From an optimization exercise on the open Yosys and OpenROAD flow, aimed at small area and a short achievable clock period; shortcuts taken in it are not production practice. Power and IR drop assume default switching activity.

Design mult_top, start of the top module:
module mult_top(
    input clk,
    input  [15:0] x,
    input  [15:0] y,
    output [31:0] p_out
    );
==> module c_a211oi, before the edit <==
module c_a211oi (input a1, input a2, input b1, input c1, output y);
    assign y = ~((a1 & a2) | b1 | c1);
endmodule
==> module c_or2, before the edit <==
module c_or2 (input a, input b, output y); assign y = a | b; endmodule
==> module ALM10_SOA_win, before the edit <==
module ALM10_SOA_win(
    input  [15:0] x,
    output [1:0]  g,
    output [10:1] w,
    output        xz
    );
    wire sg = x[15];
    wire [14:0] a;
    genvar i;
    generate for (i = 0; i < 15; i = i + 1) begin : abs
        c_xor2 u(.a(x[i]), .b(sg), .y(a[i]));
    end endgenerate
    wire n2, n1, z0;
    wire [5:0] o;
    c_nor2 uo0(.a(a[11]), .b(a[10]), .y(o[0]));
    c_nor2 uo1(.a(a[9]),  .b(a[8]),  .y(o[1]));
    c_nor2 uo2(.a(a[7]),  .b(a[6]),  .y(o[2]));
    c_nor2 uo3(.a(a[5]),  .b(a[4]),  .y(o[3]));
    c_nor2 uo4(.a(a[13]), .b(a[12]), .y(o[4]));
    c_nor2 uo5(.a(a[3]),  .b(a[2]),  .y(o[5]));
    c_nand2 un2(.a(o[0]), .b(o[1]), .y(n2));
    c_nand2 un1(.a(o[2]), .b(o[3]), .y(n1));
    wire a14n;
    c_inv un3a(.a(a[14]), .y(a14n));
    c_nor3 uz0(.a(a[1]), .b(a[0]), .c(~o[5]), .y(z0));
    wire s3, s2, s1, s0;
    c_nand2 us3(.a(o[4]), .b(a14n), .y(s3));
    c_a21oi us2(.a1(o[0]), .a2(o[1]), .b1(s3), .y(s2));
    c_a211oi us1(.a1(o[2]), .a2(o[3]), .b1(s3), .c1(n2), .y(s1));
    c_nor3 us0(.a(s3), .b(n2), .c(n1), .y(s0));
    c_or2 ug1(.a(s3), .b(n2), .y(g[1]));
    c_or2 ug0(.a(s3), .b(s1), .y(g[0]));
    assign xz = ~sg & s0 & z0;
    c_ao3 uw10(.a0(a[11]), .a1(a[7]), .a2(a[3]), .s0(s2), .s1(s1), .s2(s0), .y(w[10]));
    c_ao4 uw9 (.a0(a[14]), .a1(a[10]), .a2(a[6]), .a3(a[2]), .s0(s3), .s1(s2), .s2(s1), .s3(s0), .y(w[9]));
    c_ao4 uw8 (.a0(a[13]), .a1(a[9]),  .a2(a[5]), .a3(a[1]), .s0(s3), .s1(s2), .s2(s1), .s3(s0), .y(w[8]));
    c_ao4 uw7 (.a0(a[12]), .a1(a[8]),  .a2(a[4]), .a3(a[0]), .s0(s3), .s1(s2), .s2(s1), .s3(s0), .y(w[7]));
    c_ao3 uw6 (.a0(a[11]), .a1(a[7]), .a2(a[3]), .s0(s3), .s1(s2), .s2(s1), .y(w[6]));
    c_ao3 uw5 (.a0(a[10]), .a1(a[6]), .a2(a[2]), .s0(s3), .s1(s2), .s2(s1), .y(w[5]));
    c_ao3 uw4 (.a0(a[9]),  .a1(a[5]), .a2(a[1]), .s0(s3), .s1(s2), .s2(s1), .y(w[4]));
    c_ao3 uw3 (.a0(a[8]),  .a1(a[4]), .a2(a[0]), .s0(s3), .s1(s2), .s2(s1), .y(w[3]));
    c_ao2 uw2 (.a0(a[7]), .a1(a[3]), .s0(s3), .s1(s2), .y(w[2]));
    c_ao2 uw1 (.a0(a[6]), .a1(a[2]), .s0(s3), .s1(s2), .y(w[1]));
endmodule
==> module ALM10_SOA_norm, before the edit <==
module ALM10_SOA_norm(
    input  [1:0]  g,
    input  [10:1] w,
    output [3:0]  k,
    output [5:0]  f
    );
    wire [1:0] p;
    assign p[1] = w[10] | w[9];
    assign p[0] = w[10] | (~w[9] & w[8]);
    assign k = {g, p};
    wire [3:0] ph;                       
    ALM10_SOA_oh4 uo(.w(w[10:8]), .ph(ph));
    genvar i;
    generate for (i = 0; i < 6; i = i + 1) begin : fr
        c_ao4 u(.a0(w[1+i]), .a1(w[2+i]), .a2(w[3+i]), .a3(w[4+i]),
                .s0(ph[0]), .s1(ph[1]), .s2(ph[2]), .s3(ph[3]), .y(f[i]));
    end endgenerate
endmodule
==> module ALM10_SOA_oh4, before the edit <==
module ALM10_SOA_oh4(input [10:8] w, output [3:0] ph);
    assign ph[3] = w[10];
    assign ph[2] = ~w[10] & w[9];
    assign ph[1] = ~w[10] & ~w[9] & w[8];
    assign ph[0] = ~w[10] & ~w[9] & ~w[8];
endmodule
clock: 7.0 ns
lec_check: 0
cap_margin: 20
core_margin: 2
core_utilization: 40
setup_slack_margin: 4.0
slew_margin: 20
synth_hierarchical: 1
standard.sh (not shown) runs the stock make flow with config.mk's settings and CLKGATE_MAP_FILE= SYNTH_SCRIPT=/design/flow/synth_recipe.tcl, a recipe that flattens the netlist after the stock synthesis.
==> flow/flow/run.sh <==
#!/bin/bash
# The standard layout, with plain buffers (not delay cells) on the ports.
set -euo pipefail
bash standard.sh BUFFER_PORTS_ARGS="-buffer_cell sky130_fd_sc_hd__buf_1" ABC_LOAD_IN_FF=1 finish > flow_make.log 2>&1
Change:
--- a/flow/design.v
+++ b/flow/design.v
@@ -13,14 +13,10 @@
     assign y = ~((a1 & a2) | (b1 & b2) | c1);
 endmodule
 module c_a222oi (input a1, input a2, input b1, input b2, input c1, input c2, output y);
     assign y = ~((a1 & a2) | (b1 & b2) | (c1 & c2));
 endmodule
-module c_a211oi (input a1, input a2, input b1, input c1, output y);
-    assign y = ~((a1 & a2) | b1 | c1);
-endmodule
-module c_or2 (input a, input b, output y); assign y = a | b; endmodule
 module c_nor3 (input a, input b, input c, output y); assign y = ~(a | b | c); endmodule
 module c_mux4 (input a0, input a1, input a2, input a3, input s0, input s1, output y);
     assign y = s1 ? (s0 ? a3 : a2) : (s0 ? a1 : a0);
 endmodule
 module c_ao4 (input a0, input a1, input a2, input a3,
@@ -31,10 +27,19 @@
     assign y = (a0 & s0) | (a1 & s1) | (a2 & s2);
 endmodule
 module c_ao2 (input a0, input a1, input s0, input s1, output y);
     assign y = (a0 & s0) | (a1 & s1);
 endmodule
+module ALM10_SOA_grp(input n3, input n2, input n1,
+                     output s3, output s2, output s1, output s0, output [1:0] g);
+    assign s3 = n3;
+    assign s2 = ~n3 & n2;
+    assign s1 = ~n3 & ~n2 & n1;
+    assign s0 = ~n3 & ~n2 & ~n1;
+    assign g[1] = n3 | n2;
+    assign g[0] = n3 | (~n2 & n1);
+endmodule
 module ALM10_SOA_win(
     input  [15:0] x,
     output [1:0]  g,
     output [10:1] w,
     output        xz
@@ -43,11 +48,11 @@
     wire [14:0] a;
     genvar i;
     generate for (i = 0; i < 15; i = i + 1) begin : abs
         c_xor2 u(.a(x[i]), .b(sg), .y(a[i]));
     end endgenerate
-    wire n2, n1, z0;
+    wire n3, n2, n1, z0;
     wire [5:0] o;
     c_nor2 uo0(.a(a[11]), .b(a[10]), .y(o[0]));
     c_nor2 uo1(.a(a[9]),  .b(a[8]),  .y(o[1]));
     c_nor2 uo2(.a(a[7]),  .b(a[6]),  .y(o[2]));
     c_nor2 uo3(.a(a[5]),  .b(a[4]),  .y(o[3]));
@@ -55,18 +60,14 @@
     c_nor2 uo5(.a(a[3]),  .b(a[2]),  .y(o[5]));
     c_nand2 un2(.a(o[0]), .b(o[1]), .y(n2));
     c_nand2 un1(.a(o[2]), .b(o[3]), .y(n1));
     wire a14n;
     c_inv un3a(.a(a[14]), .y(a14n));
+    c_nand2 un3(.a(o[4]), .b(a14n), .y(n3));
     c_nor3 uz0(.a(a[1]), .b(a[0]), .c(~o[5]), .y(z0));
     wire s3, s2, s1, s0;
-    c_nand2 us3(.a(o[4]), .b(a14n), .y(s3));
-    c_a21oi us2(.a1(o[0]), .a2(o[1]), .b1(s3), .y(s2));
-    c_a211oi us1(.a1(o[2]), .a2(o[3]), .b1(s3), .c1(n2), .y(s1));
-    c_nor3 us0(.a(s3), .b(n2), .c(n1), .y(s0));
-    c_or2 ug1(.a(s3), .b(n2), .y(g[1]));
-    c_or2 ug0(.a(s3), .b(s1), .y(g[0]));
+    ALM10_SOA_grp ug(.n3(n3), .n2(n2), .n1(n1), .s3(s3), .s2(s2), .s1(s1), .s0(s0), .g(g));
     assign xz = ~sg & s0 & z0;
     c_ao3 uw10(.a0(a[11]), .a1(a[7]), .a2(a[3]), .s0(s2), .s1(s1), .s2(s0), .y(w[10]));
     c_ao4 uw9 (.a0(a[14]), .a1(a[10]), .a2(a[6]), .a3(a[2]), .s0(s3), .s1(s2), .s2(s1), .s3(s0), .y(w[9]));
     c_ao4 uw8 (.a0(a[13]), .a1(a[9]),  .a2(a[5]), .a3(a[1]), .s0(s3), .s1(s2), .s2(s1), .s3(s0), .y(w[8]));
     c_ao4 uw7 (.a0(a[12]), .a1(a[8]),  .a2(a[4]), .a3(a[0]), .s0(s3), .s1(s2), .s2(s1), .s3(s0), .y(w[7]));
@@ -85,24 +86,15 @@
     );
     wire [1:0] p;
     assign p[1] = w[10] | w[9];
     assign p[0] = w[10] | (~w[9] & w[8]);
     assign k = {g, p};
-    wire [3:0] ph;                       
-    ALM10_SOA_oh4 uo(.w(w[10:8]), .ph(ph));
     genvar i;
     generate for (i = 0; i < 6; i = i + 1) begin : fr
-        c_ao4 u(.a0(w[1+i]), .a1(w[2+i]), .a2(w[3+i]), .a3(w[4+i]),
-                .s0(ph[0]), .s1(ph[1]), .s2(ph[2]), .s3(ph[3]), .y(f[i]));
+        c_mux4 u(.a0(w[1+i]), .a1(w[2+i]), .a2(w[3+i]), .a3(w[4+i]), .s0(p[0]), .s1(p[1]), .y(f[i]));
     end endgenerate
 endmodule
-module ALM10_SOA_oh4(input [10:8] w, output [3:0] ph);
-    assign ph[3] = w[10];
-    assign ph[2] = ~w[10] & w[9];
-    assign ph[1] = ~w[10] & ~w[9] & w[8];
-    assign ph[0] = ~w[10] & ~w[9] & ~w[8];
-endmodule
 module ALM10_SOA_add(
     input  [8:0] lx,
     input  [8:0] ly,
     input        fx0,
     input        fy0,
Effect:
- The new run went through all stages and came out clean
- setup slack is better by 0.0060 ns
- power is higher by 10%
- area after synthesis is higher by about 0.4%
- sequential share of layout area hardly moves
- clock-buffer cell count is higher by 1
- routed wire length is lower by 2.3%
- combinational power is higher by 13%
- via count is lower by about 5%
- fmax hardly moves
- final cell count is lower by about 4.5%
- critical path depth is higher by 1
No run of this note included a check of the RTL's function; only the layout flow was run.

## re-timing with driven ports
Ports are ideal in the flow. The routed layouts listed here were re-timed in OpenROAD. Step 1, drivers: a clkbuf_16 drives clk and a buf_2 each remaining input, both assumed. Step 2 moves the port delays by t, midway between the first and last clock arrival at a register: inputs arrive t later, outputs are due t later. That takes back most of the time a late clock gives input paths. a / b / c = ideal / step 1 / step 2; a / b = the first two.
run | shift t [ns] | setup slack, ns | hold WS [ns] | worst register clock-pin slew, ns
the first run | 0.322 | 4.085 / 4.056 / 3.788 | 0.464 / 0.464 / 0.464 | 0.09 / 0.09
the second run | 0.321 | 4.091 / 4.063 / 3.832 | 0.483 / 0.483 / 0.483 | 0.08 / 0.08
After both steps every run listed still meets setup and hold. For the first run, which loses most, drivers alone change the setup slack by -0.029 ns; drivers and shift together by -0.297 ns.
